Background: an optimization exercise with open tools, aiming at small area. Do not read the settings as production practice.
Where RTL was checked, it was by simulation tests only, not by an equivalence proof against the original.
Power is estimated from default activity; no workload was simulated.

== the baseline ==
// pipeline_top
module pipeline_top(
    input         clk,
    input         reset,
    output [8:0]  imem_addr,
    input  [31:0] imem_rdata,
    output [7:0]  dmem_addr,
    input  [63:0] dmem_rdata,
    output [63:0] dmem_wdata,
    output        dmem_we
    );
==> module pipeline_top, before the edit <==
module pipeline_top(
    input         clk,
    input         reset,
    output [8:0]  imem_addr,
    input  [31:0] imem_rdata,
    output [7:0]  dmem_addr,
    input  [63:0] dmem_rdata,
    output [63:0] dmem_wdata,
    output        dmem_we
    );
    reg [63:0] r0, r1, r2, r3;    
    reg [3:0]  valid;             
    reg [3:0]  we;                
    reg [3:0]  hold;              
    reg [8:0] pc;
    always @(posedge clk or posedge reset)
        if (reset) pc <= 9'd0;
        else       pc <= pc + 9'd1;
    assign imem_addr = pc;
    wire [3:0] f_op    = imem_rdata[31:28];
    wire [1:0] f_ra    = imem_rdata[27:26];
    wire       f_load  = (f_op == 4'b1010);
    wire       f_store = (f_op == 4'b1011);
    wire       f_wreg  = ~(f_store | (f_op == 4'b1111));
    wire       f_mem   = f_load | f_store;
    wire [1:0] f_dst   = f_load ? f_ra : imem_rdata[23:22];
    wire [3:0] valid_next = valid | we;
    reg       d_mem, d_wreg;
    reg [3:0] d_rsel;             
    reg [1:0] d_dst;
    reg [7:0] d_addr;
    always @(posedge clk or posedge reset)
        if (reset) begin
            d_mem  <= 1'b0;
            d_wreg <= 1'b0;
        end else begin
            d_mem  <= f_mem;
            d_wreg <= f_wreg;
        end
    always @(posedge clk) begin
        d_rsel[0] <= valid_next[0] & (f_ra == 2'd0);
        d_rsel[1] <= valid_next[1] & (f_ra == 2'd1);
        d_rsel[2] <= valid_next[2] & (f_ra == 2'd2);
        d_rsel[3] <= valid_next[3] & (f_ra == 2'd3);
        d_dst  <= f_dst;
        d_addr <= imem_rdata[21:14];
    end
    wire [63:0] p01 = ~(({64{~d_rsel[0]}} | r0) & ({64{~d_rsel[1]}} | r1));
    wire [63:0] p23 = ~(({64{~d_rsel[2]}} | r2) & ({64{~d_rsel[3]}} | r3));
    wire [63:0] rdata = p01 | p23;
    reg        e_mem, e_wreg;
    reg [1:0]  e_dst;
    reg [7:0]  e_addr;
    reg [63:0] e_val;
    always @(posedge clk or posedge reset)
        if (reset) begin
            e_mem  <= 1'b0;
            e_wreg <= 1'b0;
        end else begin
            e_mem  <= d_mem;
            e_wreg <= d_wreg;
        end
    always @(posedge clk) begin
        e_dst  <= d_dst;
        e_addr <= d_addr;
        e_val  <= rdata;
    end
    reg        m_mem, m_wreg;
    reg        m_load;
    reg [1:0]  m_dst;
    reg [7:0]  m_addr;
    reg [63:0] m_val;
    always @(posedge clk or posedge reset)
        if (reset) begin
            m_mem  <= 1'b0;
            m_wreg <= 1'b0;
        end else begin
            m_mem  <= e_mem;
            m_wreg <= e_wreg;
        end
    always @(posedge clk) begin
        m_load <= e_mem & e_wreg;
        m_dst  <= e_dst;
        m_addr <= e_addr;
        m_val  <= e_val;
    end
    assign dmem_we    = m_mem & ~m_wreg;
    assign dmem_addr  = m_addr;
    assign dmem_wdata = m_val;
    reg [63:0] w_nval;    
    wire [3:0] m_we;
    assign m_we[0] = m_wreg & (m_dst == 2'd0);
    assign m_we[1] = m_wreg & (m_dst == 2'd1);
    assign m_we[2] = m_wreg & (m_dst == 2'd2);
    assign m_we[3] = m_wreg & (m_dst == 2'd3);
    always @(posedge clk or posedge reset)
        if (reset) we <= 4'b0;
        else       we <= m_we;
    always @(posedge clk) begin
        hold  <= ~m_we;
        w_nval <= ~(m_load ? dmem_rdata : m_val);
    end
    always @(posedge clk or posedge reset)
        if (reset) valid <= 4'b0;
        else       valid <= valid_next;
    always @(posedge clk) begin
        r0 <= ({64{we[0]}} & w_nval) | ({64{hold[0]}} & r0);
        r1 <= ({64{we[1]}} & w_nval) | ({64{hold[1]}} & r1);
        r2 <= ({64{we[2]}} & w_nval) | ({64{hold[2]}} & r2);
        r3 <= ({64{we[3]}} & w_nval) | ({64{hold[3]}} & r3);
    end
endmodule
clock: 5.0 ns
lec_check: 0
cap_margin: 20
core_margin: 2
core_utilization: 40
slew_margin: 20
standard.sh (not shown) runs the stock make flow with config.mk's settings and CLKGATE_MAP_FILE= SYNTH_SCRIPT=/design/flow/synth_recipe.tcl, a recipe that flattens the netlist after the stock synthesis.
==> flow/flow/run.sh <==
#!/bin/bash
# Standard ORFS layout (standard.sh) in two parts: after the floorplan, every
# cell is swapped to its smallest drive strength (flow/downsize.tcl), so that
# the later repair steps size up only where needed.  Ports are buffered by the
# smallest buffer and the clock tree is built from small clock buffers.
set -euo pipefail
ARGS=(BUFFER_PORTS_ARGS="-buffer_cell sky130_fd_sc_hd__buf_1"
      CTS_ARGS="-sink_clustering_enable -repair_clock_nets -dont_use_dummy_load -buf_list sky130_fd_sc_hd__clkbuf_4 -sink_clustering_size 10 -sink_clustering_max_diameter 50" )
bash standard.sh "${ARGS[@]}" floorplan > standard_floorplan.log 2>&1
DOWNSIZE_ODB=orfs/results/$FLOW_PLATFORM/pipeline_top/base/2_floorplan.odb \
DONT_USE_CELLS="$(make -s -C $FLOW_HOME DESIGN_CONFIG=$PWD/config.mk print-DONT_USE_CELLS 2>/dev/null | sed 's/^DONT_USE_CELLS = //')" \
  openroad -no_init -exit flow/downsize.tcl > downsize.log 2>&1
bash standard.sh "${ARGS[@]}" finish > standard_finish.log 2>&1
==> flow/flow/downsize.tcl <==
# Swap every standard cell of the synthesized netlist to the smallest drive
# strength of the same cell, before placement; the flow's own repair steps
# then size up or buffer only where slew, capacitance or timing need it.
set odb $::env(DOWNSIZE_ODB)
read_db $odb
set db [ord::get_db]
set block [ord::get_db_block]
set masters {}
foreach lib [$db getLibs] {
  foreach m [$lib getMasters] {
    dict set masters [$m getName] $m
  }
}
set dont_use [split $::env(DONT_USE_CELLS)]
set n 0
foreach inst [$block getInsts] {
  set m [$inst getMaster]
  set name [$m getName]
  if {![regexp {^(sky130_fd_sc_hd__[a-z0-9]+)_([0-9]+)$} $name -> base drv]} { continue }
  if {[string match *tap* $base] || [string match *fill* $base] || [string match *decap* $base]} { continue }
  set best $m
  set best_area [expr {[$m getWidth] * [$m getHeight]}]
  dict for {cand cm} $masters {
    if {![regexp "^${base}_\[0-9\]+\$" $cand]} { continue }
    if {[lsearch -exact $dont_use $cand] >= 0} { continue }
    set a [expr {[$cm getWidth] * [$cm getHeight]}]
    if {$a < $best_area} { set best $cm; set best_area $a }
  }
  if {$best ne $m} {
    $inst swapMaster $best
    incr n
  }
}
puts "downsize: swapped $n instances"
write_db $odb
Changes in the candidate relative to the baseline:
==> flow/design.v, changed modules only <==
module pipeline_top(
    input         clk,
    input         reset,
    output [8:0]  imem_addr,
    input  [31:0] imem_rdata,
    output [7:0]  dmem_addr,
    input  [63:0] dmem_rdata,
    output [63:0] dmem_wdata,
    output        dmem_we
    );
    reg [8:0] pc;
    always @(posedge clk or posedge reset)
        if (reset) pc <= 9'd0;
        else       pc <= pc + 9'd1;
    assign imem_addr = pc;
    wire [3:0] f_op    = imem_rdata[31:28];
    wire       f_load  = (f_op == 4'b1010);
    wire       f_store = (f_op == 4'b1011);
    wire       f_wreg  = ~(f_store | (f_op == 4'b1111));
    wire       f_mem   = f_load | f_store;
    wire [1:0] f_dst   = f_load ? imem_rdata[27:26] : imem_rdata[23:22];
    reg       d_mem, d_wreg;
    reg [1:0] d_ra, d_dst;
    reg [7:0] d_addr;
    always @(posedge clk or posedge reset)
        if (reset) begin
            d_mem  <= 1'b0;
            d_wreg <= 1'b0;
        end else begin
            d_mem  <= f_mem;
            d_wreg <= f_wreg;
        end
    always @(posedge clk) begin
        d_ra   <= imem_rdata[27:26];
        d_dst  <= f_dst;
        d_addr <= imem_rdata[21:14];
    end
    reg [63:0] r0, r1, r2, r3;
    reg [3:0]  valid;
    wire [3:0] rsel;
    assign rsel[0] = valid[0] & (d_ra == 2'd0);
    assign rsel[1] = valid[1] & (d_ra == 2'd1);
    assign rsel[2] = valid[2] & (d_ra == 2'd2);
    assign rsel[3] = valid[3] & (d_ra == 2'd3);
    wire [63:0] p01 = ~(({64{~rsel[0]}} | r0) & ({64{~rsel[1]}} | r1));
    wire [63:0] p23 = ~(({64{~rsel[2]}} | r2) & ({64{~rsel[3]}} | r3));
    wire [63:0] rdata = p01 | p23;
    reg        e_mem, e_wreg;
    reg [1:0]  e_dst;
    reg [7:0]  e_addr;
    reg [63:0] e_val;
    always @(posedge clk or posedge reset)
        if (reset) begin
            e_mem  <= 1'b0;
            e_wreg <= 1'b0;
        end else begin
            e_mem  <= d_mem;
            e_wreg <= d_wreg;
        end
    always @(posedge clk) begin
        e_dst  <= d_dst;
        e_addr <= d_addr;
        e_val  <= rdata;
    end
    reg        m_mem, m_wreg;
    reg [1:0]  m_dst;
    reg [7:0]  m_addr;
    reg [63:0] m_val;
    always @(posedge clk or posedge reset)
        if (reset) begin
            m_mem  <= 1'b0;
            m_wreg <= 1'b0;
        end else begin
            m_mem  <= e_mem;
            m_wreg <= e_wreg;
        end
    always @(posedge clk) begin
        m_dst  <= e_dst;
        m_addr <= e_addr;
        m_val  <= e_val;
    end
    wire   m_load     = m_mem & m_wreg;
    assign dmem_we    = m_mem & ~m_wreg;
    assign dmem_addr  = m_addr;
    assign dmem_wdata = m_val;
    reg        w_wreg;
    reg [1:0]  w_dst;
    reg [63:0] w_nval;    
    always @(posedge clk or posedge reset)
        if (reset) w_wreg <= 1'b0;
        else       w_wreg <= m_wreg;
    always @(posedge clk) begin
        w_dst <= m_dst;
        w_nval <= ~(m_load ? dmem_rdata : m_val);
    end
    wire [3:0] we;
    assign we[0] = w_wreg & (w_dst == 2'd0);
    assign we[1] = w_wreg & (w_dst == 2'd1);
    assign we[2] = w_wreg & (w_dst == 2'd2);
    assign we[3] = w_wreg & (w_dst == 2'd3);
    always @(posedge clk or posedge reset)
        if (reset) valid <= 4'b0;
        else       valid <= valid | we;
    always @(posedge clk) begin
        if (we[0]) r0 <= w_nval;
        if (we[1]) r1 <= w_nval;
        if (we[2]) r2 <= w_nval;
        if (we[3]) r3 <= w_nval;
    end
endmodule
Findings:
Looking at the reports, the candidate completed the entire flow and the layout it produced met the timing, design-rule and antenna checks. Changes observed in the candidate relative to the baseline: worst ir drop on vdd now sits lower; insertion delay to the later sink of the worst-skew pair now sits lower. Area growth from synthesis to layout, the baseline and the candidate: smaller value in the baseline. Post-placement cell area in the candidate is 120 um2 below the baseline. Compared with the baseline, in the candidate transition at the pin with the smallest max-transition slack grew by 0.16 ns; non-clock inverter count in the final layout shrank by 134. The first-iteration DRC count in the candidate was lower than what the baseline gave. For the multiplexer fraction of the synthesized cell area, the candidate came in 0.32 points higher than the baseline did. The candidate: final instance area 130 um2 below the baseline. Per the comparison of the candidate with the baseline, number of signal-net buffers in the layout down about 0.6%; met1 usage down 4.6 points; total power down about 20%. Worst setup slack: the candidate better than the baseline.
The RTL of the baseline was laid out without a check of its function.

-- what the ideal ports hide --
The flow's constraints put no driver on any port. The routed layouts listed below were extracted and timed again, unchanged, in two steps.
Step 1, drivers: a clkbuf_16 drives clk and a buf_2 each remaining input, both assumed.
Step 2 also shifts input and output timing later by t, the mid clock arrival at the registers, as if the neighbouring blocks saw the same clock.
a / b / c = ideal / step 1 / step 2; a / b = the first two.
run	t, ns	slack for setup (ns)	clock arrival spread, ns
the baseline	0.826	2.481 / 2.433 / 3.059	0.104 / 0.104
the candidate	0.797	2.523 / 2.478 / 2.806	0.077 / 0.078
After both steps every run listed still meets setup and hold.
